Background: an optimization exercise with open tools, aiming at small area and a short achievable clock period. Do not read the settings as production practice. In this exercise RTL edits were held to simulation tests only and were not proved equivalent to the original. The clock cells of run 2 come from the design's own scripts or RTL, not from TritonCTS. The clock port is modelled as an ideal driver, which makes a skipped or thinned clock tree look cheaper than it is; a real chip needs a root buffer or a tree. Power is estimated from default activity; no workload was simulated.

==> flow/design.v, too long to show whole: its modules and the start of the top module <==
// module top: 2369 lines
module top( clk, in_num1, in_num2, out_num);
  // ...
==> flow/flow/run.sh <==
#!/bin/bash
# Standard synthesis, then two netlist passes, each checked for equivalence
# with Yosys before it is used:
#   fapol.py  removes the inverters that Yosys's full-adder extraction leaves
#             around fa cells (flips full adders, writes half adders as gates)
#   addrep.py replaces the final adder (registers -> out_num) with a
#             Kogge-Stone adder in AOI/OAI cells
# then the standard layout from that netlist.  Registers are untouched.
# Each tool's output goes to a log file of its own in the work folder.
set -euo pipefail
W=$(pwd)
R=$W/orfs/results/$FLOW_PLATFORM/top/base
LIB=$FLOW_HOME/platforms/$FLOW_PLATFORM/lib/sky130_fd_sc_hd__tt_025C_1v80.lib

bash standard.sh synth > $W/flow_synth.log 2>&1
cp $R/1_2_yosys.v $W/netlist_standard.v

check() {  # check NAME NETLIST: equivalence of NETLIST with the standard netlist
  sed -e "s#@LIB@#$LIB#g" -e "s#@GOLD@#$W/netlist_standard.v#" -e "s#@GATE@#$2#" \
    flow/eq.ys > $W/eq_$1.ys
  yosys -l $W/flow_equiv_$1.log $W/eq_$1.ys > /dev/null 2>&1
}

CUR=$W/netlist_standard.v
if python3 flow/fapol.py $CUR $W/netlist_fapol.v > $W/flow_fapol.log 2>&1 \
   && check fapol $W/netlist_fapol.v; then
  CUR=$W/netlist_fapol.v
else
  echo "fapol not used" >> $W/flow_fapol.log
fi
if python3 flow/addrep.py $CUR flow/adder_map.json $W/netlist_addrep.v > $W/flow_addrep.log 2>&1 \
   && check addrep $W/netlist_addrep.v; then
  CUR=$W/netlist_addrep.v
else
  echo "addrep not used" >> $W/flow_addrep.log
fi
echo "layout netlist: $CUR" > $W/flow_netlist.log
if [[ $CUR != $W/netlist_standard.v ]]; then
  cp $CUR $R/1_2_yosys.v
  rm -f $R/1_synth.odb $R/1_synth.sdc
fi

export BUFFER_PORTS_ARGS="-buffer_cell sky130_fd_sc_hd__buf_2"
bash standard.sh finish > $W/flow_layout.log 2>&1
==> flow/flow/adder_map.json <==
{
"out": "out_num",
"width": 64,
"inv": 1,
"arch": "ks",
"x": [
[
"x_q",
0,
0
],
[
"x_q",
1,
1
],
[
"x_q",
2,
2
],
[
"x_q",
3,
3
],
[
"x_q",
4,
4
],
[
"x_q",
5,
5
],
[
"x_q",
6,
6
],
[
"x_q",
7,
7
],
[
"x_q",
8,
8
],
[
"x_q",
9,
9
],
[
"x_q",
10,
10
],
[
"x_q",
11,
11
],
[
"x_q",
12,
12
],
[
"x_q",
13,
13
],
[
"x_q",
14,
14
],
[
"x_q",
15,
15
],
[
"x_q",
16,
16
],
[
"x_q",
17,
17
],
[
"x_q",
18,
18
],
[
"x_q",
19,
19
],
[
"x_q",
20,
20
],
[
"x_q",
21,
21
],
[
"x_q",
22,
22
],
[
"x_q",
23,
23
],
[
"x_q",
24,
24
],
[
"x_q",
25,
25
],
[
"x_q",
26,
26
],
[
"x_q",
27,
27
],
[
"x_q",
28,
28
],
[
"x_q",
29,
29
],
[
"x_q",
30,
30
],
[
"x_q",
31,
31
],
[
"x_q",
32,
32
],
[
"x_q",
33,
33
],
[
"x_q",
34,
34
],
[
"x_q",
35,
35
],
[
"x_q",
36,
36
],
[
"x_q",
37,
37
],
[
"x_q",
38,
38
],
[
"x_q",
39,
39
],
[
"x_q",
40,
40
],
[
"x_q",
41,
41
],
[
"x_q",
42,
42
],
[
"x_q",
43,
43
],
[
"x_q",
44,
44
],
[
"x_q",
45,
45
],
[
"x_q",
46,
46
],
[
"x_q",
47,
47
],
[
"x_q",
48,
48
],
[
"x_q",
49,
49
],
[
"x_q",
50,
50
],
[
"x_q",
51,
51
],
[
"x_q",
52,
52
],
[
"x_q",
53,
53
],
[
"x_q",
54,
54
],
[
"x_q",
55,
55
],
[
"x_q",
56,
56
],
[
"x_q",
57,
57
],
[
"x_q",
58,
58
],
[
"x_q",
59,
59
],
[
"x_q",
60,
60
],
[
"x_q",
61,
61
],
[
"x_q",
62,
62
],
[
"x_q",
63,
63
]
],
"y": [
[
"y_q",
0,
2
],
[
"y_q",
1,
3
],
[
"y_q",
2,
4
],
[
"y_q",
3,
5
],
[
"y_q",
4,
6
],
[
"y_q",
5,
7
],
[
"y_q",
6,
8
],
[
"y_q",
7,
9
],
[
"y_q",
8,
10
],
[
"y_q",
9,
11
],
[
"y_q",
10,
12
],
[
"y_q",
11,
13
],
[
"y_q",
12,
14
],
[
"y_q",
13,
15
],
[
"y_q",
14,
16
],
[
"y_q",
15,
17
],
[
"y_q",
16,
18
],
[
"y_q",
17,
19
],
[
"y_q",
18,
20
],
[
"y_q",
19,
21
],
[
"y_q",
20,
22
],
[
"y_q",
21,
23
],
[
"y_q",
22,
24
],
[
"y_q",
23,
25
],
[
"y_q",
24,
26
],
[
"y_q",
25,
27
],
[
"y_q",
26,
28
],
[
"y_q",
27,
29
],
[
"y_q",
28,
30
],
[
"y_q",
29,
31
],
[
"y_q",
30,
32
],
[
"y_q",
31,
33
],
[
"y_q",
32,
34
],
[
"y_q",
33,
35
],
[
"y_q",
34,
36
],
[
"y_q",
35,
37
],
[
"y_q",
36,
38
],
[
"y_q",
37,
39
],
[
"y_q",
38,
40
],
[
"y_q",
39,
41
],
[
"y_q",
40,
42
],
[
"y_q",
41,
43
],
[
"y_q",
42,
44
],
[
"y_q",
43,
45
],
[
"y_q",
44,
46
],
[
"y_q",
45,
47
],
[
"y_q",
46,
48
],
[
"y_q",
47,
49
],
[
"y_q",
48,
50
],
[
"y_q",
49,
51
],
[
"y_q",
50,
52
],
[
"y_q",
51,
53
],
[
"y_q",
52,
54
],
[
"y_q",
53,
55
],
[
"y_q",
54,
56
],
[
"y_q",
55,
57
],
[
"y_q",
56,
58
],
[
"y_q",
57,
59
],
[
"y_q",
58,
60
],
[
"y_q",
59,
61
],
[
"y_q",
60,
62
]
]
}
==> flow/flow/addrep.py <==
#!/usr/bin/env python3
"""Replace the final adder of a flat sky130 netlist with a Kogge-Stone adder.

The final adder is the combinational cone that drives the output bus: it
reads only the registers listed in the map file (register base name and
index -> product column) and drives out_num.  This pass deletes that cone
and writes, cell by cell, a Kogge-Stone adder in alternating AOI/OAI logic
in its place.  Registers, ports and the rest of the netlist are unchanged.

usage: addrep.py in.v map.json out.v
"""
import json
import re
import sys

src = open(sys.argv[1]).read()
amap = json.load(open(sys.argv[2]))
OUT = amap.get('out', 'out_num')
W = amap['width']

inst_re = re.compile(r'^  (sky130_fd_sc_hd__\w+)\s+(\S+)\s*\((.*?)\);\n', re.S | re.M)
pin_re = re.compile(r'\.(\w+)\(\s*(.*?)\s*\)(?=,|\s*$)', re.S)
OUTPINS = {'X', 'Y', 'Q', 'Q_N', 'SUM', 'COUT', 'HI', 'LO'}

insts = []
for m in inst_re.finditer(src):
    pins = [(p, n.strip()) for p, n in pin_re.findall(m.group(3))]
    insts.append([m.group(1), m.group(2), pins, m.start(), m.end()])
driver = {}
loads = {}
for i, (typ, name, pins, _, _) in enumerate(insts):
    for p, n in pins:
        if p in OUTPINS:
            driver[n] = i
        else:
            loads.setdefault(n, []).append(i)

def is_ff(i):
    return 'dfxtp' in insts[i][0] or 'dfrtp' in insts[i][0]

if re.search(r'^\s*assign\b', src, re.M):
    sys.exit('netlist has assign statements; not handled')

# the register nets feeding the adder, by column
ffq = {}
for i, (typ, name, pins, _, _) in enumerate(insts):
    if is_ff(i):
        ffq[name] = dict(pins)['Q']
INV = amap.get('inv', 0)
xcol = {}
ycol = {}
for key, tab in (('x', xcol), ('y', ycol)):
    for reg, idx, col in amap[key]:
        nm = f'\\{reg}[{idx}]$_DFF_P_'
        if nm not in ffq:
            sys.exit(f'no register {nm}')
        tab[col] = ffq[nm]
leaves = set(xcol.values()) | set(ycol.values())

# the cone from the outputs back to the leaves
cone = set()
stack = [f'{OUT}[{b}]' for b in range(W)]
seen = set()
while stack:
    n = stack.pop()
    if n in seen or n in leaves:
        continue
    seen.add(n)
    if n not in driver:
        sys.exit(f'net {n} in the adder cone has no driver')
    i = driver[n]
    if is_ff(i):
        sys.exit(f'adder cone reaches register {insts[i][1]} outside the map')
    cone.add(i)
    for p, m in insts[i][2]:
        if p not in OUTPINS:
            stack.append(m)
# the cone must not drive anything outside it
outs = set(f'{OUT}[{b}]' for b in range(W))
for i in cone:
    for p, n in insts[i][2]:
        if p in OUTPINS:
            for j in loads.get(n, []):
                if j not in cone:
                    sys.exit(f'cone cell {insts[i][1]} drives {insts[j][1]} outside the cone')
# the leaves must drive only the cone
for n in leaves:
    for j in loads.get(n, []):
        if j not in cone:
            sys.exit(f'register {n} drives {insts[j][1]} outside the adder')

# ---- build the Kogge-Stone adder -------------------------------------
cells = []
wires = []
cnt = [0]

def esc(n):
    return n + ' ' if n.startswith('\\') else n

def new(prefix):
    cnt[0] += 1
    n = f'_ks_{prefix}{cnt[0]}_'
    wires.append(n)
    return n

def cell(typ, conns):
    cnt[0] += 1
    body = ',\n'.join(f'    .{p}({esc(n)})' for p, n in conns)
    cells.append(f'  sky130_fd_sc_hd__{typ} _ks_c{cnt[0]}_ (\n{body}\n  );\n')

# a signal is (net, inverted) or a constant 0/1
invcache = {}

def get(sig, want_inv):
    """net carrying sig in the requested polarity (want_inv=1: inverted)."""
    net, inv = sig
    if inv == want_inv:
        return net
    key = net
    if key not in invcache:
        o = new('i')
        cell('inv_1', [('A', net), ('Y', o)])
        invcache[key] = o
    return invcache[key]

# level 0: g = x&y (as nand: inverted), t = x|y (as nor: inverted), h = x^y
G = {}
T = {}
H = {}
for c in range(W):
    x = xcol.get(c)
    y = ycol.get(c)
    if x and y and not INV:
        g = new('g')
        cell('nand2_1', [('A', x), ('B', y), ('Y', g)])
        t = new('t')
        cell('nor2_1', [('A', x), ('B', y), ('Y', t)])
        h = new('h')
        cell('xor2_1', [('A', x), ('B', y), ('X', h)])
        G[c], T[c], H[c] = (g, 1), (t, 1), (h, 0)
    elif x and y:
        # registers hold the complements: g = nor, t = nand, h = xor
        g = new('g')
        cell('nor2_1', [('A', x), ('B', y), ('Y', g)])
        t = new('t')
        cell('nand2_1', [('A', x), ('B', y), ('Y', t)])
        h = new('h')
        cell('xor2_1', [('A', x), ('B', y), ('X', h)])
        G[c], T[c], H[c] = (g, 0), (t, 0), (h, 0)
    elif x or y:
        v = x or y
        G[c], T[c], H[c] = 0, (v, INV), (v, INV)
    else:
        G[c], T[c], H[c] = 0, 0, 0

def combine(gi, ti, gj, tj, need_t):
    """(gi, ti) o (gj, tj) -> (gi | ti&gj, ti&tj)."""
    # generate
    if gj == 0 or ti == 0:
        g = gi
    elif gi == 0:
        # ti & gj
        if ti[1] == 1 and gj[1] == 1:
            o = new('g')
            cell('nor2_1', [('A', ti[0]), ('B', gj[0]), ('Y', o)])
            g = (o, 0)
        else:
            o = new('g')
            cell('nand2_1', [('A', get(ti, 0)), ('B', get(gj, 0)), ('Y', o)])
            g = (o, 1)
    elif gi[1] == 1:
        # inverted inputs -> oai21: Y = !((A1|A2)&B1) = gi | ti&gj
        o = new('g')
        cell('o21ai_1', [('A1', get(ti, 1)), ('A2', get(gj, 1)), ('B1', gi[0]), ('Y', o)])
        g = (o, 0)
    else:
        # true inputs -> aoi21: Y = !((A1&A2)|B1)
        o = new('g')
        cell('a21oi_1', [('A1', get(ti, 0)), ('A2', get(gj, 0)), ('B1', gi[0]), ('Y', o)])
        g = (o, 1)
    if not need_t:
        return g, None
    if ti == 0 or tj == 0:
        t = 0
    elif ti[1] == 1 and tj[1] == 1:
        o = new('t')
        cell('nor2_1', [('A', ti[0]), ('B', tj[0]), ('Y', o)])
        t = (o, 0)
    elif ti[1] == 0 and tj[1] == 0:
        o = new('t')
        cell('nand2_1', [('A', ti[0]), ('B', tj[0]), ('Y', o)])
        t = (o, 1)
    else:
        # follow the polarity of gi's output: choose by majority
        if g != 0 and g[1] == 0:
            o = new('t')
            cell('nor2_1', [('A', get(ti, 1)), ('B', get(tj, 1)), ('Y', o)])
            t = (o, 0)
        else:
            o = new('t')
            cell('nand2_1', [('A', get(ti, 0)), ('B', get(tj, 0)), ('Y', o)])
            t = (o, 1)
    return g, t

ARCH = amap.get('arch', 'ks')
if ARCH == 'ks':
    d = 1
    while d < W:
        nG, nT = dict(G), dict(T)
        for i in range(W):
            j = i - d
            if j < 0:
                continue
            need_t = (i - 2 * d) >= 0
            nG[i], nT[i] = combine(G[i], T[i], G[j], T[j], need_t)
        G, T = nG, nT
        d *= 2
else:
    # Han-Carlson: Kogge-Stone on the odd bits (after pairing each odd bit
    # with the even bit below it), then one level for the even bits
    nG, nT = dict(G), dict(T)
    for i in range(1, W, 2):
        nG[i], nT[i] = combine(G[i], T[i], G[i - 1], T[i - 1], i >= 3)
    G, T = nG, nT
    d = 2
    while d < W:
        nG, nT = dict(G), dict(T)
        for i in range(1, W, 2):
            j = i - d
            if j < 0:
                continue
            need_t = (i - 2 * d) >= 0
            nG[i], nT[i] = combine(G[i], T[i], G[j], T[j], need_t)
        G, T = nG, nT
        d *= 2
    nG = dict(G)
    for i in range(2, W, 2):
        nG[i], _ = combine(G[i], T[i], G[i - 1], None, False)
    G = nG

# sums: s_i = h_i ^ carry_i, carry_i = G[i-1]
for c in range(W):
    o = f'{OUT}[{c}]'
    h = H[c]
    cin = G[c - 1] if c > 0 else 0
    if h == 0 and cin == 0:
        cell('conb_1', [('LO', o)])
    elif cin == 0:
        cell('buf_1', [('A', get(h, 0)), ('X', o)])
    elif h == 0:
        cell('buf_1', [('A', get(cin, 0)), ('X', o)])
    else:
        if h[1] ^ cin[1]:
            cell('xnor2_1', [('A', h[0]), ('B', cin[0]), ('Y', o)])
        else:
            cell('xor2_1', [('A', h[0]), ('B', cin[0]), ('X', o)])

# ---- rewrite -------------------------------------------------------------
out = []
pos = 0
for i, (typ, name, pins, st, en) in enumerate(insts):
    out.append(src[pos:st])
    pos = en
    if i in cone:
        continue
    out.append(src[st:en])
out.append(src[pos:])
res = ''.join(out)
k = res.rindex('endmodule')
res = res[:k] + ''.join(cells) + res[k:]
k = res.index(';', res.index('module')) + 2
res = res[:k] + ''.join(f'  wire {w};\n' for w in wires) + res[k:]
open(sys.argv[3], 'w').write(res)
print(f'adder cone of {len(cone)} cells replaced by {len(cells)} cells', file=sys.stderr)
==> flow/flow/eq.ys <==
read_liberty -ignore_miss_func @LIB@
read_verilog @GOLD@
rename top gold
read_verilog @GATE@
rename top gate
flatten gold gate
hierarchy -check
rename -hide w:* w:*.IQ %d i:* %d o:* %d
equiv_make gold gate equiv
hierarchy -top equiv
opt_clean
equiv_simple -seq 1
equiv_status -assert
==> flow/flow/fapol.py <==
#!/usr/bin/env python3
"""Remove inverters around full-adder cells in a flat sky130 gate netlist.

A full adder is self-dual: FA(~a,~b,~c) = (~cout, ~sum).  Yosys's extract_fa
often leaves an FA working in the opposite polarity to its neighbours, with
inverters on its inputs and outputs.  This pass chooses, for every fa_* cell,
whether to flip it (complement all its inputs and outputs) so that the number
of signals that need an inverter is smallest, then rebuilds the inverters.
Registers, ports and every other cell keep their names and functions.

usage: fapol.py in.v out.v
"""
import re
import sys
import random

src = open(sys.argv[1]).read()

inst_re = re.compile(r'^  (sky130_fd_sc_hd__\w+)\s+(\S+)\s*\((.*?)\);\n', re.S | re.M)
pin_re = re.compile(r'\.(\w+)\(\s*(.*?)\s*\)(?=,|\s*$)', re.S)

OUTPINS = {'X', 'Y', 'Q', 'Q_N', 'SUM', 'COUT', 'HI', 'LO'}

insts = []   # [type, name, [(pin, net)], start, end]
for m in inst_re.finditer(src):
    typ, name, body = m.group(1), m.group(2), m.group(3)
    pins = [(p, n.strip()) for p, n in pin_re.findall(body)]
    insts.append([typ, name, pins, m.start(), m.end()])

driver = {}          # net -> inst index
loads = {}           # net -> [(inst index, pin)]
for i, (typ, name, pins, _, _) in enumerate(insts):
    for p, n in pins:
        if p in OUTPINS:
            driver[n] = i
        else:
            loads.setdefault(n, []).append((i, p))

def is_inv(i):
    return re.match(r'sky130_fd_sc_hd__(inv|clkinv)_\d+$', insts[i][0]) is not None

def is_fa(i):
    return re.match(r'sky130_fd_sc_hd__fa_\d+$', insts[i][0]) is not None

def is_ha(i):
    return re.match(r'sky130_fd_sc_hd__ha_\d+$', insts[i][0]) is not None

# nets that are ports or otherwise referenced outside cells (assign statements)
body_wo_insts = inst_re.sub('', src)
port_like = set()
for tok in re.findall(r'assign\s+(.*?);', body_wo_insts, re.S):
    for n in re.findall(r'(\\\S+ |[A-Za-z_][\w\[\]]*)', tok):
        port_like.add(n.strip())
m = re.search(r'module\s+\w+\s*\((.*?)\);', src, re.S)
ports = [p.strip() for p in m.group(1).split(',')]
decl = {}
for d, rng, names in re.findall(r'^\s*(input|output)\s*(\[\d+:\d+\])?\s*(.*?);', src, re.M):
    for nm in names.split(','):
        nm = nm.strip()
        if rng:
            hi, lo = map(int, rng[1:-1].split(':'))
            for b in range(min(hi, lo), max(hi, lo) + 1):
                port_like.add(f'{nm}[{b}]')
        port_like.add(nm)

def base_of(net):
    """(base net, inversion) following inverter chains backwards."""
    inv = 0
    while net in driver and is_inv(driver[net]) and net not in port_like:
        i = driver[net]
        a = dict(insts[i][2])['A']
        net = a
        inv ^= 1
    return net, inv

# every inverter whose output is not a port is removable: its loads are
# re-expressed against the base signal.
removable = set(i for i in range(len(insts)) if is_inv(i)
                and dict(insts[i][2])['Y'] not in port_like)

# consumers: base net -> list of (consumer inst or None for port, pin, inv)
consumers = {}
for i, (typ, name, pins, _, _) in enumerate(insts):
    if i in removable:
        continue
    for p, n in pins:
        if p in OUTPINS:
            continue
        b, inv = base_of(n)
        consumers.setdefault(b, []).append((i, p, inv))
for n in port_like:
    if n in driver and not (is_inv(driver[n]) and driver[n] in removable):
        pass
# ports driven through removable inverters cannot happen (excluded above)

fa_idx = [i for i in range(len(insts)) if is_fa(i)]
ha_idx = [i for i in range(len(insts)) if is_ha(i)]
flip = {i: 0 for i in fa_idx}
hflip = {}                      # HA output net -> flip
for i in ha_idx:
    for p, n in insts[i][2]:
        if p in OUTPINS:
            hflip[n] = 0

def base_flip(b):
    if b in hflip:
        return hflip[b]
    i = driver.get(b)
    if i is not None and i in flip:
        return flip[i]
    return 0

def need_inv(b):
    """True if base net b needs an inverter under the current flips."""
    fb = base_flip(b)
    for (i, p, inv) in consumers.get(b, []):
        if i in ha_set:
            continue            # a half adder takes either polarity
        fc = flip.get(i, 0)
        if inv ^ fb ^ fc:
            return True
    return False
ha_set = set(ha_idx)

# nets touched by each FA
fa_nets = {}
for i in fa_idx:
    s = set()
    for p, n in insts[i][2]:
        if p in OUTPINS:
            s.add(n)
        else:
            s.add(base_of(n)[0])
    fa_nets[i] = s

def cost_nets(nets):
    return sum(1 for b in nets if need_inv(b))

all_bases = set(consumers.keys())
before = sum(1 for i in removable)
start = cost_nets(all_bases)

# cells whose outputs are ports keep their polarity
pinned = set()
for i in fa_idx + ha_idx:
    for p, n in insts[i][2]:
        if p in OUTPINS and n in port_like:
            pinned.add(i)
            if n in hflip:
                hflip[n] = None
pinned_nets = set(n for n, v in hflip.items() if v is None)
for n in pinned_nets:
    hflip[n] = 0

random.seed(1)
improved = True
rounds = 0
while improved and rounds < 50:
    improved = False
    rounds += 1
    order = fa_idx[:]
    random.shuffle(order)
    for i in order:
        if i in pinned:
            continue
        nets = fa_nets[i]
        c0 = cost_nets(nets)
        flip[i] ^= 1
        c1 = cost_nets(nets)
        if c1 < c0:
            improved = True
        else:
            flip[i] ^= 1
    for b in hflip:
        if b in pinned_nets:
            continue
        c0 = cost_nets([b])
        hflip[b] ^= 1
        c1 = cost_nets([b])
        if c1 < c0:
            improved = True
        else:
            hflip[b] ^= 1
end = cost_nets(all_bases)
print(f'inverters before {before} (signals {start}), after {end}, '
      f'flipped {sum(flip.values())} of {len(fa_idx)} FAs, {len(ha_idx)} HAs as gates', file=sys.stderr)

# rebuild
newinv = {}
lines = []
cnt = 0
def inv_net(b):
    global cnt
    if b not in newinv:
        cnt += 1
        newinv[b] = f'_fapol_n{cnt}_'
    return newinv[b]

def esc(n):
    return n + ' ' if n.startswith('\\') else n

def cell(typ, name, conns):
    body = ',\n'.join(f'    .{p}({esc(n)})' for p, n in conns)
    return f'  sky130_fd_sc_hd__{typ} {name} (\n{body}\n  );\n'

def ha_gates(i, name, pins):
    """A half adder as two gates that take the base nets directly."""
    d = dict(pins)
    (ba, ia), (bb, ib) = base_of(d['A']), base_of(d['B'])
    ia ^= base_flip(ba)
    ib ^= base_flip(bb)
    co, so = d['COUT'], d['SUM']
    oc, os_ = hflip[co], hflip[so]
    res = ''
    if ia == ib:
        # cout = (A^ia) & (B^ia), output inverted if oc
        typ = {(0, 0): 'and2_1', (0, 1): 'nand2_1', (1, 0): 'nor2_1', (1, 1): 'or2_1'}[(ia, oc)]
        res += cell(typ, name + '_c', [('A', ba), ('B', bb), ('X' if typ in ('and2_1', 'or2_1') else 'Y', co)])
    else:
        if ia:                  # !A & B
            na, pb = ba, bb
        else:
            na, pb = bb, ba
        if not oc:              # nor2b: Y = !A & B_N
            res += cell('nor2b_1', name + '_c', [('A', na), ('B_N', pb), ('Y', co)])
        else:                   # nand2b: Y = A_N | !B
            res += cell('nand2b_1', name + '_c', [('A_N', na), ('B', pb), ('Y', co)])
    if ia ^ ib ^ os_:
        res += cell('xnor2_1', name + '_s', [('A', ba), ('B', bb), ('Y', so)])
    else:
        res += cell('xor2_1', name + '_s', [('A', ba), ('B', bb), ('X', so)])
    return res

out = []
pos = 0
for i, (typ, name, pins, st, en) in enumerate(insts):
    out.append(src[pos:st])
    pos = en
    if i in removable:
        continue
    if i in ha_set:
        out.append(ha_gates(i, name, pins))
        continue
    newpins = []
    for p, n in pins:
        if p in OUTPINS:
            newpins.append((p, n))
            continue
        b, inv = base_of(n)
        if i not in removable:
            fb = base_flip(b)
            fc = flip.get(i, 0)
            if inv ^ fb ^ fc:
                newpins.append((p, inv_net(b)))
            else:
                newpins.append((p, b))
    body = ',\n'.join(f'    .{p}({esc(n)})' for p, n in newpins)
    out.append(f'  {typ} {name} (\n{body}\n  );\n')
out.append(src[pos:])
res = ''.join(out)
add = []
decl_w = []
for b, n in newinv.items():
    decl_w.append(f'  wire {n};\n')
    add.append(f'  sky130_fd_sc_hd__inv_1 {n}inv (\n    .A({esc(b)}),\n    .Y({n})\n  );\n')
k = res.rindex('endmodule')
res = res[:k] + ''.join(add) + res[k:]
# declare new wires after the module header's port declarations
k = res.index(';', res.index('module')) + 2
res = res[:k] + ''.join(decl_w) + res[k:]
open(sys.argv[2], 'w').write(res)
==> flow/standard.sh <==
#!/bin/bash
# synth_recipe.tcl (not shown) runs the flow's synth.tcl, then flattens the netlist and writes it again
# the make line also repeats each setting of config.mk as NAME=value (left out here)
make -C /OpenROAD-flow-scripts/flow DESIGN_CONFIG=/design/flow/config.mk WORK_HOME=/design/flow/orfs CLKGATE_MAP_FILE= SYNTH_SCRIPT=/design/flow/synth_recipe.tcl "${@:-finish}"
==> flow/config.mk <==
export PLATFORM = sky130hd
export DESIGN_NAME = top
export DESIGN_NICKNAME = top
export VERILOG_FILES = /design/flow/design.v
export SDC_FILE = /design/flow/constraint.sdc
export NUM_CORES = 4
export LEC_CHECK = 0
export CAP_MARGIN = 20
export CELL_PAD_IN_SITES_DETAIL_PLACEMENT = 1
export CORE_MARGIN = 2
export CORE_UTILIZATION = 40
export SETUP_SLACK_MARGIN = 4.2
export SLEW_MARGIN = 20
==> flow/constraint.sdc <==
create_clock -name core_clock -period 8.5 [get_ports {clk}]
set_input_delay 1.7000 -clock core_clock [delete_from_list [all_inputs] [get_ports {clk}]]
set_output_delay 1.7000 -clock core_clock [all_outputs]
set_load 0.01 [all_outputs]
==> report_table.html, run 1 <==
<table>
<tr><th>Metric</th><th>Value</th></tr>
<tr><th colspan="2">Worst hold path</th></tr>
<tr><td>Worst Hold Depth</td><td>2</td></tr>
<tr><td>Worst min-delay path startpoint</td><td>t_q[33]</td></tr>
<tr><th colspan="2">Layout</th></tr>
<tr><td>Largest register by flop count</td><td>x_q</td></tr>
<tr><td>Biggest registers after layout</td><td>x_q x64, y_q x61, t_q x33</td></tr>
<tr><td>Proportion of layout cells with a drive suffix above 1</td><td>21.38%</td></tr>
<tr><td>Non-CTS inverters</td><td>45</td></tr>
<tr><td>Antenna fix cells</td><td>1</td></tr>
<tr><td>Final #Nets</td><td>3118</td></tr>
<tr><td>Number of multi-input combinational cells</td><td>2091</td></tr>
<tr><td>Layout Cell Area excl Fill</td><td>0.02952 mm^2</td></tr>
<tr><th colspan="2">Timing</th></tr>
<tr><td>Shortest clock period the worst path allows after layout</td><td>4.346 ns</td></tr>
<tr><td>Number of failing hold endpoints at the final stage</td><td>0</td></tr>
<tr><th colspan="2">Clock network</th></tr>
<tr><td>Clock latency at the later pin of the worst-skew pair</td><td>0.57 ns</td></tr>
<tr><td>Number of clock buffers inserted by TritonCTS</td><td>27</td></tr>
<tr><td>Clock tree from TritonCTS</td><td>yes</td></tr>
<tr><th colspan="2">GRT</th></tr>
<tr><td>Met2 Use GR</td><td>55.74%</td></tr>
<tr><td>Number of antenna violations at the first check in global routing</td><td>4</td></tr>
<tr><th colspan="2">Synthesis</th></tr>
<tr><td>Synthesized net count</td><td>3154</td></tr>
<tr><th colspan="2">Critical path</th></tr>
<tr><td>Critical path startpoint</td><td>a_q[9]</td></tr>
<tr><td>Cells on worst reg2reg path</td><td>7</td></tr>
<tr><td>Critical Path, Cell by Cell</td><td>a222oi_1 &gt; fa_1 &gt; fa_1 &gt; fa_1 &gt; fa_1 &gt; fa_1 &gt; fa_1</td></tr>
<tr><td>Cell repeated most along the worst path</td><td>sky130_fd_sc_hd__fa_1</td></tr>
<tr><th colspan="2">Die</th></tr>
<tr><td>Die X-Extent</td><td>258.8 um</td></tr>
<tr><th colspan="2">Pwr</th></tr>
<tr><td>Power density over the cells</td><td>486.8 mW/mm^2</td></tr>
<tr><th colspan="2">Status</th></tr>
<tr><td>Run status</td><td>finished clean</td></tr>
</table>
==> run 2, diff against run 1 <==
--- a/flow/flow/run.sh
+++ b/flow/flow/run.sh
@@ -1,10 +1,15 @@
 #!/bin/bash
 # Standard synthesis, then two netlist passes, each checked for equivalence
-# with Yosys before it is used:
-#   fapol.py  removes the inverters that Yosys's full-adder extraction leaves
-#             around fa cells (flips full adders, writes half adders as gates)
-#   addrep.py replaces the final adder (registers -> out_num) with a
-#             Kogge-Stone adder in AOI/OAI cells
-# then the standard layout from that netlist.  Registers are untouched.
+# with the standard netlist by Yosys before it is used:
+#   fapol.py    removes the inverters that Yosys's full-adder extraction
+#               leaves around fa cells (flips full adders, writes half adders
+#               as gates)
+#   conerep.py  rebuilds the final adder (registers -> out_num) as a
+#               Han-Carlson adder and the 3A adder (in_num1 -> t_q) as a
+#               Brent-Kung adder, in AOI/OAI cells, and the partial products
+#               and adder tree (first -> second registers) cell by cell, from
+#               the description gen.py (a copy of gen/gen.py) writes
+# then the standard layout from that netlist, with buf_2 port buffers and a
+# two-level clock network (post_cts.tcl).  Registers are untouched.
 # Each tool's output goes to a log file of its own in the work folder.
 set -euo pipefail
@@ -29,9 +34,10 @@
   echo "fapol not used" >> $W/flow_fapol.log
 fi
-if python3 flow/addrep.py $CUR flow/adder_map.json $W/netlist_addrep.v > $W/flow_addrep.log 2>&1 \
-   && check addrep $W/netlist_addrep.v; then
-  CUR=$W/netlist_addrep.v
+if python3 flow/gen.py sk $W/cone_spec.json hc > $W/gen_rtl.v 2> $W/flow_gen.log \
+   && python3 flow/conerep.py $CUR $W/cone_spec.json $W/netlist_conerep.v > $W/flow_conerep.log 2>&1 \
+   && check conerep $W/netlist_conerep.v; then
+  CUR=$W/netlist_conerep.v
 else
-  echo "addrep not used" >> $W/flow_addrep.log
+  echo "conerep not used" >> $W/flow_conerep.log
 fi
 echo "layout netlist: $CUR" > $W/flow_netlist.log
@@ -42,3 +48,4 @@
 
 export BUFFER_PORTS_ARGS="-buffer_cell sky130_fd_sc_hd__buf_2"
+export POST_CTS_TCL=$W/flow/post_cts.tcl
 bash standard.sh finish > $W/flow_layout.log 2>&1
==> flow/flow/conerep.py (new file) <==
#!/usr/bin/env python3
"""Rebuild the adders and the adder tree of a flat sky130 netlist cell by cell.

Each adder in the spec names its two operand rows (register outputs or input
ports, per product column, optionally stored inverted) and the nets its sum
bits must drive (output ports or register D pins).  The pass finds the
combinational cone between those, checks that it is closed (it reads only the
operands and drives only the sum nets), deletes it and writes a prefix adder
(Kogge-Stone, Han-Carlson, Sklansky or Brent-Kung) in AOI/OAI cells in its
place.  With a "tree" section it also rebuilds the partial products and the
full-adder tree between the first and second registers from the generator's
description (gen.py), choosing the cells and their pins.  Registers, ports
and the rest of the netlist are unchanged.

usage: conerep.py in.v spec.json out.v
"""
import json
import re
import sys

src = open(sys.argv[1]).read()
spec = json.load(open(sys.argv[2]))

inst_re = re.compile(r'^  (sky130_fd_sc_hd__\w+)\s+(\S+)\s*\((.*?)\);\n', re.S | re.M)
pin_re = re.compile(r'\.(\w+)\(\s*(.*?)\s*\)(?=,|\s*$)', re.S)
OUTPINS = {'X', 'Y', 'Q', 'Q_N', 'SUM', 'COUT', 'HI', 'LO'}

if re.search(r'^\s*assign\b', src, re.M):
    sys.exit('netlist has assign statements; not handled')

insts = []
for m in inst_re.finditer(src):
    pins = [(p, n.strip()) for p, n in pin_re.findall(m.group(3))]
    insts.append([m.group(1), m.group(2), pins, m.start(), m.end()])
driver = {}
loads = {}
byname = {}
for i, (typ, name, pins, _, _) in enumerate(insts):
    byname[name] = i
    for p, n in pins:
        if p in OUTPINS:
            driver[n] = i
        else:
            loads.setdefault(n, []).append(i)


def is_ff(i):
    return 'dfxtp' in insts[i][0]


def resolve(ns):
    """net name for a netspec."""
    if 'port' in ns:
        return ns['port']
    nm = '\\' + ns.get('ff_q', ns.get('ff_d')) + '$_DFF_P_'
    if nm not in byname:
        sys.exit(f'no register {nm}')
    return dict(insts[byname[nm]][2])['Q' if 'ff_q' in ns else 'D']


cells = []
wires = []
cnt = [0]
all_cone = set()


def esc(n):
    return n + ' ' if n.startswith('\\') else n


def new(prefix):
    cnt[0] += 1
    n = f'_cr_{prefix}{cnt[0]}_'
    wires.append(n)
    return n


def cell(typ, conns):
    cnt[0] += 1
    body = ',\n'.join(f'    .{p}({esc(n)})' for p, n in conns)
    cells.append(f'  sky130_fd_sc_hd__{typ} _cr_c{cnt[0]}_ (\n{body}\n  );\n')


invcache = {}


def get(sig, want_inv):
    """net carrying sig (net, inverted) in the requested polarity."""
    net, inv = sig
    if inv == want_inv:
        return net
    if net not in invcache:
        o = new('i')
        cell('inv_1', [('A', net), ('Y', o)])
        invcache[net] = o
    return invcache[net]


def gate_and(a, b):
    """a & b for signals (net, inv) or constants 0/1."""
    if a == 0 or b == 0:
        return 0
    if a == 1:
        return b
    if b == 1:
        return a
    o = new('t')
    if a[1] == 1 and b[1] == 1:
        cell('nor2_1', [('A', a[0]), ('B', b[0]), ('Y', o)])
        return (o, 0)
    cell('nand2_1', [('A', get(a, 0)), ('B', get(b, 0)), ('Y', o)])
    return (o, 1)


def combine(gi, ti, gj, tj, need_t):
    """(gi, ti) o (gj, tj) -> (gi | ti&gj, ti&tj)."""
    if gj == 0 or ti == 0:
        g = gi
    elif gi == 0:
        g = gate_and(ti, gj)
    elif gi[1] == 1:
        o = new('g')          # Y = !((A1|A2)&B1)
        cell('o21ai_1', [('A1', get(ti, 1)), ('A2', get(gj, 1)), ('B1', gi[0]), ('Y', o)])
        g = (o, 0)
    else:
        o = new('g')          # Y = !((A1&A2)|B1)
        cell('a21oi_1', [('A1', get(ti, 0)), ('A2', get(gj, 0)), ('B1', gi[0]), ('Y', o)])
        g = (o, 1)
    t = gate_and(ti, tj) if need_t else None
    return g, t


def build(ad):
    W = ad['width']
    arch = ad.get('arch', 'ks')
    xs = {c: (resolve(ns), inv) for c, ns, inv in ad['x']}
    ys = {c: (resolve(ns), inv) for c, ns, inv in ad['y']}
    outs = {c: resolve(ns) for c, ns in ad['outs']}
    leaves = set(n for n, _ in xs.values()) | set(n for n, _ in ys.values())

    # the cone between the sum nets and the operands
    cone = set()
    stack = list(outs.values())
    seen = set()
    while stack:
        n = stack.pop()
        if n in seen or n in leaves:
            continue
        seen.add(n)
        if n not in driver:
            sys.exit(f'{ad["name"]}: net {n} has no driver')
        i = driver[n]
        if is_ff(i):
            sys.exit(f'{ad["name"]}: cone reaches register {insts[i][1]}')
        cone.add(i)
        for p, m in insts[i][2]:
            if p not in OUTPINS:
                stack.append(m)
    outnets = set(outs.values())
    for i in cone:
        for p, n in insts[i][2]:
            if p in OUTPINS:
                for j in loads.get(n, []):
                    if j not in cone and not (n in outnets):
                        sys.exit(f'{ad["name"]}: cone cell {insts[i][1]} drives {insts[j][1]}')
                if n in outnets:
                    for j in loads.get(n, []):
                        if j in cone:
                            sys.exit(f'{ad["name"]}: sum net {n} feeds the cone')
    if cone & all_cone:
        sys.exit(f'{ad["name"]}: cones overlap')
    all_cone.update(cone)

    # level 0
    G, T, H, LO = {}, {}, {}, {}
    for c in range(W):
        x, y = xs.get(c), ys.get(c)
        LO[c] = c
        if x and y:
            if x[1] != y[1]:
                y = (get(y, x[1]), x[1])
            g = new('g')
            t = new('t')
            h = new('h')
            if x[1] == 0:
                cell('nand2_1', [('A', x[0]), ('B', y[0]), ('Y', g)])
                cell('nor2_1', [('A', x[0]), ('B', y[0]), ('Y', t)])
                G[c], T[c] = (g, 1), (t, 1)
            else:
                cell('nor2_1', [('A', x[0]), ('B', y[0]), ('Y', g)])
                cell('nand2_1', [('A', x[0]), ('B', y[0]), ('Y', t)])
                G[c], T[c] = (g, 0), (t, 0)
            cell('xor2_1', [('A', x[0]), ('B', y[0]), ('X', h)])
            H[c] = (h, 0)
        elif x or y:
            v = x or y
            G[c], T[c], H[c] = 0, v, v
        else:
            G[c], T[c], H[c] = 0, 0, 0

    def node(i, j):
        """combine node i with node j (j covers the bits just below i's)."""
        done = LO[j] == 0
        G[i], T[i] = combine(G[i], T[i], G[j], T[j], not done)
        LO[i] = LO[j]

    if arch == 'ks':
        d = 1
        while d < W:
            pairs = [(i, i - d) for i in range(W) if i - d >= 0 and LO[i] > 0]
            snap = {j: (G[j], T[j], LO[j]) for _, j in pairs}
            for i, j in pairs:
                gj, tj, lj = snap[j]
                G[i], T[i] = combine(G[i], T[i], gj, tj, lj > 0)
                LO[i] = lj
            d *= 2
    elif arch == 'hc':
        for i in range(1, W, 2):
            node(i, i - 1)
        d = 2
        while d < W:
            pairs = [(i, i - d) for i in range(1, W, 2) if i - d >= 0 and LO[i] > 0]
            snap = {j: (G[j], T[j], LO[j]) for _, j in pairs}
            for i, j in pairs:
                gj, tj, lj = snap[j]
                G[i], T[i] = combine(G[i], T[i], gj, tj, lj > 0)
                LO[i] = lj
            d *= 2
        for i in range(2, W, 2):
            node(i, i - 1)
    elif arch == 'sk':
        d = 1
        while d < W:
            for i in range(W):
                if (i // d) % 2 == 1:
                    node(i, (i // d) * d - 1)
            d *= 2
    elif arch == 'bk':
        d = 1
        while d < W:
            for i in range(2 * d - 1, W, 2 * d):
                node(i, i - d)
            d *= 2
        d //= 2
        while d >= 1:
            for i in range(3 * d - 1, W, 2 * d):
                node(i, i - d)
            d //= 2
    else:
        sys.exit(f'unknown arch {arch}')
    for c in range(W):
        if c > 0 and LO[c] != 0:
            sys.exit(f'{ad["name"]}: column {c} prefix incomplete ({LO[c]})')

    # sums: s_c = h_c ^ carry_c, carry_c = G[c-1]
    for c, o in outs.items():
        h = H.get(c, 0)
        cin = G[c - 1] if c > 0 else 0
        if h == 0 and cin == 0:
            cell('conb_1', [('LO', o)])
        elif cin == 0 or h == 0:
            v = h if cin == 0 else cin
            if v[1]:
                cell('inv_1', [('A', v[0]), ('Y', o)])
            else:
                cell('buf_1', [('A', v[0]), ('X', o)])
        elif h[1] ^ cin[1]:
            cell('xnor2_1', [('A', h[0]), ('B', cin[0]), ('Y', o)])
        else:
            cell('xor2_1', [('A', h[0]), ('B', cin[0]), ('X', o)])
    n0 = len(cells)
    print(f'{ad["name"]}: cone of {len(cone)} cells replaced ({arch})', file=sys.stderr)


def build_tree(tr):
    """The partial products and the adder tree, from the generator's netlist:
    pp cells are AOI gates (their outputs are the inverted partial products),
    full adders are fa cells with the latest input on CIN, half adders on
    inverted bits are an XNOR and an OR."""
    def ffq(name):
        nm = '\\' + name + '$_DFF_P_'
        if nm not in byname:
            sys.exit(f'tree: no register {nm}')
        return dict(insts[byname[nm]][2])['Q']

    outs = {sig: resolve({'ff_d': reg}) for sig, reg in tr['outs']}
    leaves = set()
    for pp in tr['pp']:
        for sel, a in pp['terms']:
            leaves.add(ffq(sel))
            leaves.add(ffq(a))
    cone = set()
    stack = list(outs.values())
    seen = set()
    while stack:
        n = stack.pop()
        if n in seen or n in leaves:
            continue
        seen.add(n)
        if n not in driver:
            sys.exit(f'tree: net {n} has no driver')
        i = driver[n]
        if is_ff(i):
            sys.exit(f'tree: cone reaches register {insts[i][1]}')
        cone.add(i)
        for p, m in insts[i][2]:
            if p not in OUTPINS:
                stack.append(m)
    outnets = set(outs.values())
    for i in cone:
        for p, n in insts[i][2]:
            if p in OUTPINS and n not in outnets:
                for j in loads.get(n, []):
                    if j not in cone:
                        sys.exit(f'tree: cone cell {insts[i][1]} drives {insts[j][1]}')
    for n in leaves:
        for j in loads.get(n, []):
            if j not in cone:
                sys.exit(f'tree: register output {n} drives {insts[j][1]} outside the tree')
    if cone & all_cone:
        sys.exit('tree: cones overlap')
    all_cone.update(cone)

    net = {}

    def sig(name):
        if name in outs:
            return outs[name]
        if name not in net:
            net[name] = new('s')
        return net[name]

    for pp in tr['pp']:
        o = sig(pp['out'])
        t = [(ffq(a), ffq(b)) for a, b in pp['terms']]
        if len(t) == 3:
            # the t_q term on the slow A inputs, the others on B and C
            t = [t[2], t[0], t[1]]
            cell('a222oi_1', [('A1', t[0][0]), ('A2', t[0][1]), ('B1', t[1][0]), ('B2', t[1][1]),
                              ('C1', t[2][0]), ('C2', t[2][1]), ('Y', o)])
        elif len(t) == 2:
            cell('a22oi_1', [('A1', t[0][0]), ('A2', t[0][1]), ('B1', t[1][0]), ('B2', t[1][1]), ('Y', o)])
        else:
            cell('nand2_1', [('A', t[0][0]), ('B', t[0][1]), ('Y', o)])
    for fa in tr['fa']:
        cell('fa_1', [('A', sig(fa['a'])), ('B', sig(fa['b'])), ('CIN', sig(fa['c'])),
                      ('COUT', sig(fa['co'])), ('SUM', sig(fa['s']))])
    for ha in tr['ha']:
        cell('xnor2_1', [('A', sig(ha['a'])), ('B', sig(ha['b'])), ('Y', sig(ha['s']))])
        cell('or2_1', [('A', sig(ha['a'])), ('B', sig(ha['b'])), ('X', sig(ha['co']))])
    print(f'tree: cone of {len(cone)} cells replaced', file=sys.stderr)


for ad in spec['adders']:
    build(ad)
if 'tree' in spec:
    build_tree(spec['tree'])

out = []
pos = 0
for i, (typ, name, pins, st, en) in enumerate(insts):
    out.append(src[pos:st])
    pos = en
    if i in all_cone:
        continue
    out.append(src[st:en])
out.append(src[pos:])
res = ''.join(out)
k = res.rindex('endmodule')
res = res[:k] + ''.join(cells) + res[k:]
k = res.index(';', res.index('module')) + 2
res = res[:k] + ''.join(f'  wire {w};\n' for w in wires) + res[k:]
open(sys.argv[3], 'w').write(res)
print(f'{len(all_cone)} cells replaced by {len(cells)}', file=sys.stderr)
==> flow/flow/gen.py (new file) <==
#!/usr/bin/env python3
"""Generate rtl/mult.v: a 32x32 unsigned multiplier with two-edge latency.

Edge 1 registers A, 3A and one-hot radix-4 digit selects of B.  Between the
edges: radix-4 partial products (digits 0..3 select 0, A, 2A, 3A) and a
Dadda tree of full and half adders, with the earliest bits of each column
taken first, down to two rows, registered at edge 2.  The two rows are
added after that register.  Partial products and the tree are kept
inverted (a full adder is self-dual; a half adder on inverted bits is
an OR and an XNOR).

usage: python3 gen.py > ../rtl/mult.v
"""
import sys

ADDER = sys.argv[1] if len(sys.argv) > 1 else 'plus'

N = 32
ROWS = N // 2
PPW = N + 2
W = 2 * N

# delay model (ns), sky130hd fa_1 worst edge, latest input on CIN
D_SUM = (0.56, 0.53, 0.51)
D_CARRY = (0.44, 0.42, 0.39)
HA_S, HA_C = 0.35, 0.30
D_PP = 0.40

out = []
emit = out.append
TREE = {"pp": [], "fa": [], "ha": [], "outs": []}

emit("`timescale 1ns / 1ps")
emit("")
emit("// 32x32 unsigned multiplier, two-edge latency, one result per cycle.")
emit("// Edge 1 registers A, 3A and one-hot radix-4 digit selects of B.")
emit("// Between the edges: partial products (digits 0..3 select 0, A, 2A, 3A)")
emit("// and a Dadda adder tree down to two rows, registered at edge 2.  The")
emit("// two rows are added after it.  Partial products and the tree are kept")
emit("// inverted (a full adder is self-dual).  Generated by gen/gen.py.")
emit("")
emit("module top( clk, in_num1, in_num2, out_num);")
emit("    input clk;")
emit("    input [31:0] in_num1;")
emit("    input [31:0] in_num2;")
emit("    output [63:0] out_num;")
emit("")
emit("    reg [31:0] a_q;")
emit("    reg [33:1] t_q;                 // 3A (bit 0 equals a_q[0])")
emit("    reg [15:0] s1, s2, s3;          // digit k of B is 1, 2 or 3")
emit("")
emit("    wire [33:0] t_d = {2'b00, in_num1} + {1'b0, in_num1, 1'b0};")
emit("")
emit("    integer i;")
emit("    always @(posedge clk) begin")
emit("        a_q <= in_num1;")
emit("        t_q <= t_d[33:1];")
emit("        for (i = 0; i < 16; i = i + 1) begin")
emit("            s1[i] <= ~in_num2[2*i+1] &  in_num2[2*i];")
emit("            s2[i] <=  in_num2[2*i+1] & ~in_num2[2*i];")
emit("            s3[i] <=  in_num2[2*i+1] &  in_num2[2*i];")
emit("        end")
emit("    end")
emit("")
emit("    wire [33:0] t = {t_q, a_q[0]};")
emit("")
emit("    // inverted partial products: pK_J has weight 2^(2K+J)")

cols = [[] for _ in range(W)]
for k in range(ROWS):
    for j in range(PPW):
        c = 2 * k + j
        if c >= W:
            continue
        terms = []
        tt = []
        if j < N:
            tt.append([f"s1[{k}]", f"a_q[{j}]"])
            terms.append(f"(~s1[{k}] | ~a_q[{j}])")
        if 1 <= j <= N:
            tt.append([f"s2[{k}]", f"a_q[{j-1}]"])
            terms.append(f"(~s2[{k}] | ~a_q[{j-1}])")
        tt.append([f"s3[{k}]", f"t_q[{j}]" if j > 0 else "a_q[0]"])
        terms.append(f"(~s3[{k}] | ~t[{j}])")
        TREE["pp"].append({"out": f"p{k}_{j}", "terms": tt})
        name = f"p{k}_{j}"
        emit(f"    wire {name} = {' & '.join(terms)};")
        cols[c].append((D_PP, name))

emit("")
emit("    // Dadda tree (inverted domain)")
hs = [2]
while hs[-1] * 3 // 2 < max(len(x) for x in cols):
    hs.append(hs[-1] * 3 // 2)
nfa = nha = 0
for h in reversed(hs):
    nxt = [[] for _ in range(W)]
    for c in range(W):
        cur = sorted(cols[c])
        while len(cur) + len(nxt[c]) > h:
            ex = len(cur) + len(nxt[c]) - h
            if ex >= 2 and len(cur) >= 3:
                (ta, a), (tb, b), (tc, cc) = cur[:3]
                del cur[:3]
                s, co = f"fs{nfa}", f"fc{nfa}"
                nfa += 1
                emit(f"    wire {s} = {a} ^ {b} ^ {cc};")
                TREE["fa"].append({"a": a, "b": b, "c": cc, "s": s, "co": co})
                emit(f"    wire {co} = ({a} & {b}) | ({a} & {cc}) | ({b} & {cc});")
                ts = max(ta + D_SUM[0], tb + D_SUM[1], tc + D_SUM[2])
                tco = max(ta + D_CARRY[0], tb + D_CARRY[1], tc + D_CARRY[2])
            elif len(cur) >= 2:
                (ta, a), (tb, b) = cur[:2]
                del cur[:2]
                s, co = f"hs{nha}", f"hc{nha}"
                nha += 1
                emit(f"    wire {s} = ~({a} ^ {b});")
                TREE["ha"].append({"a": a, "b": b, "s": s, "co": co})
                emit(f"    wire {co} = {a} | {b};")
                ts = max(ta, tb) + HA_S
                tco = max(ta, tb) + HA_C
            else:
                break
            nxt[c].append((ts, s))
            if c + 1 < W:
                nxt[c + 1].append((tco, co))
        nxt[c].extend(cur)
    cols = nxt

tmax = max(t for col in cols for t, _ in col)
r1 = [c for c in range(W) if len(cols[c]) >= 1]
r2 = [c for c in range(W) if len(cols[c]) >= 2]
emit("")
emit(f"    // {nfa} full adders, {nha} half adders, modelled tree delay {tmax:.2f} ns")
emit(f"    reg [{len(r1)-1}:0] x_q;         // complement of the two rows")
emit(f"    reg [{len(r2)-1}:0] y_q;")
emit("    always @(posedge clk) begin")
for i, c in enumerate(r1):
    emit(f"        x_q[{i}] <= {cols[c][0][1]};")
    TREE["outs"].append([cols[c][0][1], f"x_q[{i}]"])
for i, c in enumerate(r2):
    emit(f"        y_q[{i}] <= {cols[c][1][1]};")
    TREE["outs"].append([cols[c][1][1], f"y_q[{i}]"])
emit("    end")
emit("")
xs, ys = [], []
for c in reversed(range(W)):
    xs.append(f"~x_q[{r1.index(c)}]" if c in r1 else "1'b0")
    ys.append(f"~y_q[{r2.index(c)}]" if c in r2 else "1'b0")
emit("    wire [63:0] x = {" + ", ".join(xs) + "};")
emit("    wire [63:0] y = {" + ", ".join(ys) + "};")
if ADDER == 'plus':
    emit("    assign out_num = x + y;")
else:
    # explicit prefix adder
    emit("    wire [63:0] g0 = x & y;")
    emit("    wire [63:0] p0 = x ^ y;")
    lvl = 0
    g, p = "g0", "p0"
    d = 1
    while d < 64:
        lvl += 1
        emit(f"    wire [63:0] g{lvl}, p{lvl};")
        for i in range(64):
            if ADDER == 'ks':
                j = i - d
            else:  # sklansky
                j = (i // (2 * d)) * (2 * d) + d - 1 if (i // d) % 2 == 1 else -1
            if j >= 0:
                emit(f"    assign g{lvl}[{i}] = g{lvl-1}[{i}] | (p{lvl-1}[{i}] & g{lvl-1}[{j}]);")
                emit(f"    assign p{lvl}[{i}] = p{lvl-1}[{i}] & p{lvl-1}[{j}];")
            else:
                emit(f"    assign g{lvl}[{i}] = g{lvl-1}[{i}];")
                emit(f"    assign p{lvl}[{i}] = p{lvl-1}[{i}];")
        d *= 2
    emit(f"    assign out_num = p0 ^ {{g{lvl}[62:0], 1'b0}};")
emit("")
emit("endmodule")
print("\n".join(out))
if len(sys.argv) > 2:
    # the adders that flow/conerep.py rebuilds: the final adder (its operand
    # registers hold the complements of the two rows) and 3A = A + 2A
    import json
    fin = {"name": "final", "arch": sys.argv[3] if len(sys.argv) > 3 else "ks", "width": W,
           "x": [[c, {"ff_q": f"x_q[{i}]"}, 1] for i, c in enumerate(r1)],
           "y": [[c, {"ff_q": f"y_q[{i}]"}, 1] for i, c in enumerate(r2)],
           "outs": [[c, {"port": f"out_num[{c}]"}] for c in range(W)]}
    t3 = {"name": "times3", "arch": "bk", "width": 34,
          "x": [[i, {"port": f"in_num1[{i}]"}, 0] for i in range(32)],
          "y": [[i, {"port": f"in_num1[{i-1}]"}, 0] for i in range(1, 33)],
          "outs": [[k, {"ff_d": f"t_q[{k}]"}] for k in range(1, 34)]}
    json.dump({"adders": [fin, t3], "tree": TREE}, open(sys.argv[2], "w"))
==> flow/flow/post_cts.tcl (new file) <==
# Sourced by ORFS cts.tcl after clock_tree_synthesis and its timing repair
# (POST_CTS_TCL).  Rebuilds the clock network with two balanced levels of
# clkbuf_16: the clock port drives 4 root buffers, each drives 5 leaf
# buffers, each leaf drives one cluster of at most 13 registers.  CTS built
# three levels; two give a lower insertion delay for every register alike.

proc flat_clock_tree { nbuf master_name {nroot 0} {root_name ""} } {
  set block [ord::get_db_block]
  set db [ord::get_db]
  set master [$db findMaster $master_name]
  set clk_net [$block findNet clk]

  # registers: every CLK pin in the design
  set sinks {}
  foreach inst [$block getInsts] {
    set it [$inst findITerm CLK]
    if { $it != "NULL" } {
      lappend sinks $it
    }
  }
  # old clock buffers: instances driven (directly or not) from the clock net
  set old {}
  foreach inst [$block getInsts] {
    set m [[$inst getMaster] getName]
    if { [string match "sky130_fd_sc_hd__clkbuf_*" $m] || [string match "sky130_fd_sc_hd__clkinv_*" $m] } {
      set a [$inst findITerm A]
      if { $a != "NULL" && [$a getNet] != "NULL" } {
        set n [$a getNet]
        if { [$n getSigType] == "CLOCK" } {
          lappend old $inst
        }
      }
    }
  }
  # k-means on register locations
  set pts {}
  foreach it $sinks {
    set bb [[$it getInst] getBBox]
    lappend pts [list [expr {([$bb xMin] + [$bb xMax]) / 2.0}] [expr {([$bb yMin] + [$bb yMax]) / 2.0}]]
  }
  set n [llength $pts]
  set cents {}
  for { set k 0 } { $k < $nbuf } { incr k } {
    lappend cents [lindex $pts [expr {int(($k + 0.5) * $n / $nbuf)}]]
  }
  # seed by sorted x then y for a stable start
  set sorted [lsort -real -index 0 $pts]
  set cents {}
  for { set k 0 } { $k < $nbuf } { incr k } {
    lappend cents [lindex $sorted [expr {int(($k + 0.5) * $n / $nbuf)}]]
  }
  # capacitated k-means: each cluster takes at most cap registers; points
  # are assigned in order of how much they lose by not getting their
  # nearest centre
  set cap [expr {($n + $nbuf - 1) / $nbuf + 1}]
  for { set iter 0 } { $iter < 30 } { incr iter } {
    set cand {}
    set idx 0
    foreach p $pts {
      set ds {}
      for { set k 0 } { $k < $nbuf } { incr k } {
        set c [lindex $cents $k]
        lappend ds [list $k [expr {abs([lindex $p 0] - [lindex $c 0]) + abs([lindex $p 1] - [lindex $c 1])}]]
      }
      set ds [lsort -real -index 1 $ds]
      set regret [expr {[lindex $ds 1 1] - [lindex $ds 0 1]}]
      lappend cand [list $idx $regret $ds]
      incr idx
    }
    set cand [lsort -real -decreasing -index 1 $cand]
    set fill [lrepeat $nbuf 0]
    set assign [lrepeat $n 0]
    foreach cd $cand {
      foreach kd [lindex $cd 2] {
        set k [lindex $kd 0]
        if { [lindex $fill $k] < $cap } {
          lset assign [lindex $cd 0] $k
          lset fill $k [expr {[lindex $fill $k] + 1}]
          break
        }
      }
    }
    set sx [lrepeat $nbuf 0.0]
    set sy [lrepeat $nbuf 0.0]
    set sc [lrepeat $nbuf 0]
    set i 0
    foreach p $pts {
      set k [lindex $assign $i]
      lset sx $k [expr {[lindex $sx $k] + [lindex $p 0]}]
      lset sy $k [expr {[lindex $sy $k] + [lindex $p 1]}]
      lset sc $k [expr {[lindex $sc $k] + 1}]
      incr i
    }
    for { set k 0 } { $k < $nbuf } { incr k } {
      if { [lindex $sc $k] > 0 } {
        lset cents $k [list [expr {[lindex $sx $k] / [lindex $sc $k]}] [expr {[lindex $sy $k] / [lindex $sc $k]}]]
      }
    }
  }
  puts "clock clusters: $sc"
  # remove the old tree
  set old_nets {}
  foreach inst $old {
    set z [$inst findITerm X]
    if { $z == "NULL" } { set z [$inst findITerm Y] }
    if { [$z getNet] != "NULL" } { lappend old_nets [$z getNet] }
  }
  # dummy loads CTS hung on its nets (cells other than registers and the
  # old buffers) go too, or their inputs would float
  set dummies {}
  foreach net $old_nets {
    foreach it [$net getITerms] {
      set inst [$it getInst]
      if { [$inst findITerm CLK] == "NULL" && [lsearch -exact $old $inst] < 0
           && [lsearch -exact $dummies $inst] < 0 } {
        lappend dummies $inst
      }
    }
  }
  foreach it $sinks { $it disconnect }
  foreach inst $dummies { odb::dbInst_destroy $inst }
  foreach inst $old { odb::dbInst_destroy $inst }
  foreach net $old_nets {
    if { [$net getName] != "clk" } { odb::dbNet_destroy $net }
  }
  # new buffers
  set bufs {}
  for { set k 0 } { $k < $nbuf } { incr k } {
    set inst [odb::dbInst_create $block $master "clkbuf_flat_$k"]
    set net [odb::dbNet_create $block "clknet_flat_$k"]
    $net setSigType CLOCK
    [$inst findITerm A] connect $clk_net
    [$inst findITerm X] connect $net
    set c [lindex $cents $k]
    $inst setLocation [expr {int([lindex $c 0])}] [expr {int([lindex $c 1])}]
    $inst setPlacementStatus PLACED
    lappend bufs $net
  }
  set i 0
  foreach it $sinks {
    $it connect [lindex $bufs [lindex $assign $i]]
    incr i
  }
  if { $nroot > 0 } {
    # a root level: nroot buffers on the clock port, each driving the leaf
    # buffers nearest to it (leaves split by x)
    set order [lsort -integer -indices [lmap c $cents {expr {int([lindex $c 0])}}]]
    set per [expr {($nbuf + $nroot - 1) / $nroot}]
    for { set r 0 } { $r < $nroot } { incr r } {
      if { $root_name == "" } { set root_name $master_name }
      set inst [odb::dbInst_create $block [$db findMaster $root_name] "clkbuf_flat_root_$r"]
      set net [odb::dbNet_create $block "clknet_flat_root_$r"]
      $net setSigType CLOCK
      [$inst findITerm A] connect $clk_net
      [$inst findITerm X] connect $net
      set sx 0.0
      set sy 0.0
      set cnt 0
      foreach k [lrange $order [expr {$r * $per}] [expr {($r + 1) * $per - 1}]] {
        set leaf [$block findInst "clkbuf_flat_$k"]
        [$leaf findITerm A] disconnect
        [$leaf findITerm A] connect $net
        set c [lindex $cents $k]
        set sx [expr {$sx + [lindex $c 0]}]
        set sy [expr {$sy + [lindex $c 1]}]
        incr cnt
      }
      $inst setLocation [expr {int($sx / $cnt)}] [expr {int($sy / $cnt)}]
      $inst setPlacementStatus PLACED
    }
  }
  puts "flat clock tree: [llength $old] old buffers and [llength $dummies] dummy loads removed, $nbuf $master_name added for $n registers"
}

flat_clock_tree 20 sky130_fd_sc_hd__clkbuf_16 4 sky130_fd_sc_hd__clkbuf_16
set result [catch { detailed_placement } msg]
if { $result != 0 } {
  error "Detailed placement failed after the clock rebuild: $msg"
}
estimate_parasitics -placement
report_clock_latency
repair_timing_helper
set result [catch { detailed_placement } msg]
if { $result != 0 } {
  error "Detailed placement failed after the clock rebuild: $msg"
}
check_placement -verbose
--- a/flow/config.mk
+++ b/flow/config.mk
@@ -9,5 +9,8 @@
 export CELL_PAD_IN_SITES_DETAIL_PLACEMENT = 1
 export CORE_MARGIN = 2
-export CORE_UTILIZATION = 40
-export SETUP_SLACK_MARGIN = 4.2
+export CORE_UTILIZATION = 30
+export CTS_CLUSTER_DIAMETER = 150
+export CTS_CLUSTER_SIZE = 40
+export PLACE_DENSITY = 0.45
+export SETUP_SLACK_MARGIN = 4.4
 export SLEW_MARGIN = 20
removed: flow/flow/adder_map.json
removed: flow/flow/addrep.py
==> run 2 against run 1 <==
Register-to-register slack improved by 0.19 ns. Power rose by 1.3%. Sequential cell count did not move. Die area rose by 19%. First-iteration DRC count fell by 16%. Sequential share of layout area rose by 0.91 points. Combinational power rose by 4%. Setup slack improved by 0.19 ns. Clock power fell by 24%.
==> report_table.html, run 2 <==
<table>
<tr><th>Metric</th><th>Value</th></tr>
<tr><th colspan="2">Pwr</th></tr>
<tr><td>Net switching share of the total power</td><td>53.30%</td></tr>
<tr><td>Power Internal</td><td>6.798 mW</td></tr>
<tr><td>Leakage</td><td>9.722 nW</td></tr>
<tr><td>Worst vdd rail ir drop</td><td>0.2633 mV</td></tr>
<tr><td>Share of total power in sequential cells</td><td>15.2%</td></tr>
<tr><td>Power density over the cells</td><td>493.1 mW/mm^2 (+1.3%)</td></tr>
<tr><td>Clock share of power</td><td>6.4%</td></tr>
<tr><td>Part of the power in combinational logic</td><td>78.4%</td></tr>
<tr><td>Net switching power of the design</td><td>7.757 mW</td></tr>
<tr><th colspan="2">Status</th></tr>
<tr><td>Run status</td><td>finished clean</td></tr>
<tr><th colspan="2">Clock network</th></tr>
<tr><td>Clock Sinks</td><td>238</td></tr>
<tr><td>Clock latency at the later pin of the worst-skew pair</td><td>0.36 ns (-0.21 ns)</td></tr>
<tr><td>Clk slew on worst S/H paths</td><td>0.06 ns</td></tr>
<tr><th colspan="2">Timing</th></tr>
<tr><td>Shortest clock period the worst path allows after layout</td><td>4.156 ns (-0.1892 ns)</td></tr>
<tr><td>Clock skew</td><td>0.03831 ns</td></tr>
<tr><td>Setup-violating endpoint count in the final report</td><td>0</td></tr>
<tr><td>Number of failing hold endpoints at the final stage</td><td>0 (unchanged)</td></tr>
<tr><td>Setup repair after global routing missed its margin</td><td>true</td></tr>
<tr><td>Fin. max-slew vios</td><td>0</td></tr>
<tr><td>FMAX</td><td>240.6 MHz</td></tr>
<tr><td>Setup TNS after final layout</td><td>0 ns</td></tr>
<tr><td>Worst rel slew slack</td><td>23.39%</td></tr>
<tr><td>Crit share post-route</td><td>48.90%</td></tr>
<tr><td>Transition time at the pin with the least slew margin</td><td>1.149 ns</td></tr>
<tr><th colspan="2">Layout</th></tr>
<tr><td>Final #Nets</td><td>2870 (-8.0%)</td></tr>
<tr><td>Largest register by flop count</td><td>x_q</td></tr>
<tr><td>Highest-count cells in the layout ignoring fill and taps</td><td>496 x sky130_fd_sc_hd__a222oi_1, 410 x sky130_fd_sc_hd__fa_1, 129 x sky130_fd_sc_hd__xor2_1</td></tr>
<tr><td>Flip-flop count of the largest register, all copies and words added</td><td>64</td></tr>
<tr><td>Biggest registers after layout</td><td>x_q x64, y_q x61, t_q x33</td></tr>
<tr><td>Most common library cell in the layout ignoring fill and taps</td><td>sky130_fd_sc_hd__a222oi_1</td></tr>
<tr><td>Layout Cell Area excl Fill</td><td>0.02952 mm^2 (about the same)</td></tr>
<tr><td>Final standard cell count with taps included and fillers excluded</td><td>3424</td></tr>
<tr><td>Area growth from synthesis to final layout</td><td>26.79%</td></tr>
<tr><td>Antenna fix cells</td><td>0 (-1)</td></tr>
<tr><td>Proportion of layout cells with a drive suffix above 1</td><td>32.84% (+11 points)</td></tr>
<tr><th colspan="2">Die</th></tr>
<tr><td>Core outline area</td><td>0.07708 mm^2</td></tr>
<tr><td>Die X-Extent</td><td>282.6 um (+9.2%)</td></tr>
<tr><td>Height of the die</td><td>282.6 um</td></tr>
<tr><td>Number of core rows</td><td>102</td></tr>
<tr><td>DIE AREA</td><td>0.07985 mm^2</td></tr>
<tr><td>Number of top-level pins</td><td>129</td></tr>
<tr><td>Starting density of the core</td><td>30.20%</td></tr>
<tr><th colspan="2">GRT</th></tr>
<tr><td>Met2 Use GR</td><td>46.88% (-8.9 points)</td></tr>
<tr><td>Grt met3 use</td><td>10.98%</td></tr>
<tr><td>Vias in the first global route</td><td>26050</td></tr>
<tr><td>Number of antenna violations at the first check in global routing</td><td>7 (+3)</td></tr>
<tr><td>GRT Overall Usage</td><td>31.09%</td></tr>
<tr><td>Busiest metal layer after global routing</td><td>met2</td></tr>
<tr><td>First-pass GRT wire length</td><td>180800 um</td></tr>
<tr><td>Maximum number of pins on one net before global-route repair</td><td>49</td></tr>
<tr><td>Total gr overflow</td><td>0</td></tr>
<tr><td>Met1 Use GR</td><td>39.15%</td></tr>
<tr><th colspan="2">Route</th></tr>
<tr><td>Remaining number of nets flagged by the antenna check after routing</td><td>0</td></tr>
<tr><td>Wire length per cell</td><td>37.20 um</td></tr>
<tr><td>WL final</td><td>127400 um</td></tr>
<tr><td>Via count normalized by instance count</td><td>7.001</td></tr>
<tr><td>DR iter-0 viols</td><td>6174</td></tr>
<tr><td>Count of TritonRoute iterations in the first routing pass</td><td>20</td></tr>
<tr><td>Total via count after detailed routing</td><td>23970</td></tr>
<tr><td>Number of design rule violations left after detail routing</td><td>0</td></tr>
<tr><th colspan="2">Placed design</th></tr>
<tr><td>Post-placement cell area</td><td>0.02576 mm^2</td></tr>
<tr><td>Placed Instances</td><td>3313</td></tr>
<tr><td>Buffers on Ports</td><td>128</td></tr>
<tr><td>Detailed placer's ending HPWL</td><td>76250 um</td></tr>
<tr><td>Weighted congestion reported at the end of routability-driven placement</td><td>0.9837</td></tr>
<tr><th colspan="2">Worst hold path</th></tr>
<tr><td>Type of the tightest min-delay check</td><td>flip-flop to flip-flop</td></tr>
<tr><th colspan="2">Synthesis</th></tr>
<tr><td>Total of warnings raised by yosys</td><td>1</td></tr>
<tr><td>Synthesized net count</td><td>2567 (-19%)</td></tr>
<tr><td>Area of the mapped netlist</td><td>0.02328 mm^2</td></tr>
<tr><td>Number of instances in the synthesized netlist</td><td>2083</td></tr>
<tr><td>Mean post-synth cell area</td><td>11.18 um^2</td></tr>
<tr><th colspan="2">Run</th></tr>
<tr><td>Number of maximum-capacitance violations</td><td>0</td></tr>
<tr><th colspan="2">Critical path</th></tr>
<tr><td>Biggest fanout along the worst timing path</td><td>32</td></tr>
<tr><td>Type of the worst setup path</td><td>flip-flop to flip-flop</td></tr>
<tr><td>Register-to-Register Setup Slack</td><td>4.34 ns</td></tr>
<tr><td>Launching element type of the critical path</td><td>flip-flop</td></tr>
<tr><td>Worst endpoint data arrival time</td><td>4.35 ns</td></tr>
<tr><td>Worst Path Required</td><td>8.70 ns</td></tr>
<tr><td>Endpoint kind of the worst setup timing path</td><td>flip-flop</td></tr>
</table>
run 2: critical path: stages (launching register included):
cell                       delay, ns
sky130_fd_sc_hd__dfxtp_2        1.05
sky130_fd_sc_hd__a222oi_1       0.24
sky130_fd_sc_hd__or2_1          0.36
sky130_fd_sc_hd__fa_1           0.53
sky130_fd_sc_hd__fa_1           0.43
sky130_fd_sc_hd__fa_1           0.39
sky130_fd_sc_hd__fa_1           0.56
sky130_fd_sc_hd__fa_1           0.43
run 2: per-stage QoR:
stage	worst slack (ns)	hold WS, ns	utilization [%]	total power [mW]
2_1_floorplan	4.573	0.5307	-	6.801
3_3_place_gp	3.793	0.6509	33.42	11.13
3_5_place_dp	3.625	0.6510	33.42	11.28
5_1_grt	4.367	0.6795	38.29	15.38
6_report	4.344	0.6849	38.29	14.55
run 2: routing by layer:
metal / wire length (um) / vias to the layer above / part of all wire [%]
li1: - / 9145 / -
met1: 45240 / 12130 / 36
met2: 55170 / 2192 / 43
met3: 18970 / 501 / 15
met4: 7964 / 2 / 6.3
met5: 13 / - / 0.010
run 2: cell type report:
cell class / count / area (um^2)
Multi-Input combinational cell: 1816 / 20370
Tap cell: 1040 / 1301
Fill cell: 8304 / 47570
Timing Repair Buffer: 279 / 2043
Inverter: 27 / 101.3
Sequential cell: 238 / 5104
Buffer: 24 / 600.6
run 2: worst paths after layout:
kind,depth (start not counted),to,from
hold / removal,2,x_q[63],t_q[33]
setup reg to reg,7,y_q[26],a_q[25]
hold reg to reg,2,x_q[63],t_q[33]
setup / recovery,7,y_q[26],a_q[25]
run 2: power by group through the flow:
stage | sequential, mW | combinational, mW | clock (mW)
3_5_place_dp | 2.11 | 9.17 | 0
2_1_floorplan | 2.02 | 4.78 | 0
3_3_place_gp | 2.09 | 9.04 | 0
5_1_grt | 2.24 | 12.2 | 0.990
6_report | 2.21 | 11.4 | 0.932

## afterwards: timing with drivers on the ports
Ports are ideal in the flow. The routed layouts listed here were re-timed in OpenROAD. Step 1: set_driving_cell puts a clkbuf_16 on clk and a buf_2 on each other input, an assumption about the parent block. Step 2, shift: input delay + t, output delay - t, t = (earliest + latest rising clock arrival at the registers) / 2. This alone moves slack from input paths to output paths. Slacks: ideal / step 1 / step 2; pairs: ideal / step 1.
| run | t, ns | setup slack, ns | latest minus earliest clock arrival (ns) |
|---|---|---|---|
| run 1 | 0.613 | 4.154 / 4.119 / 3.746 | 0.028 / 0.029 |
| run 2 | 0.457 | 4.344 / 4.296 / 4.344 | 0.038 / 0.038 |
After both steps every run listed still meets setup and hold. The setup slack of run 1, which loses most, moves by -0.035 ns with the drivers and by -0.408 ns with both steps.
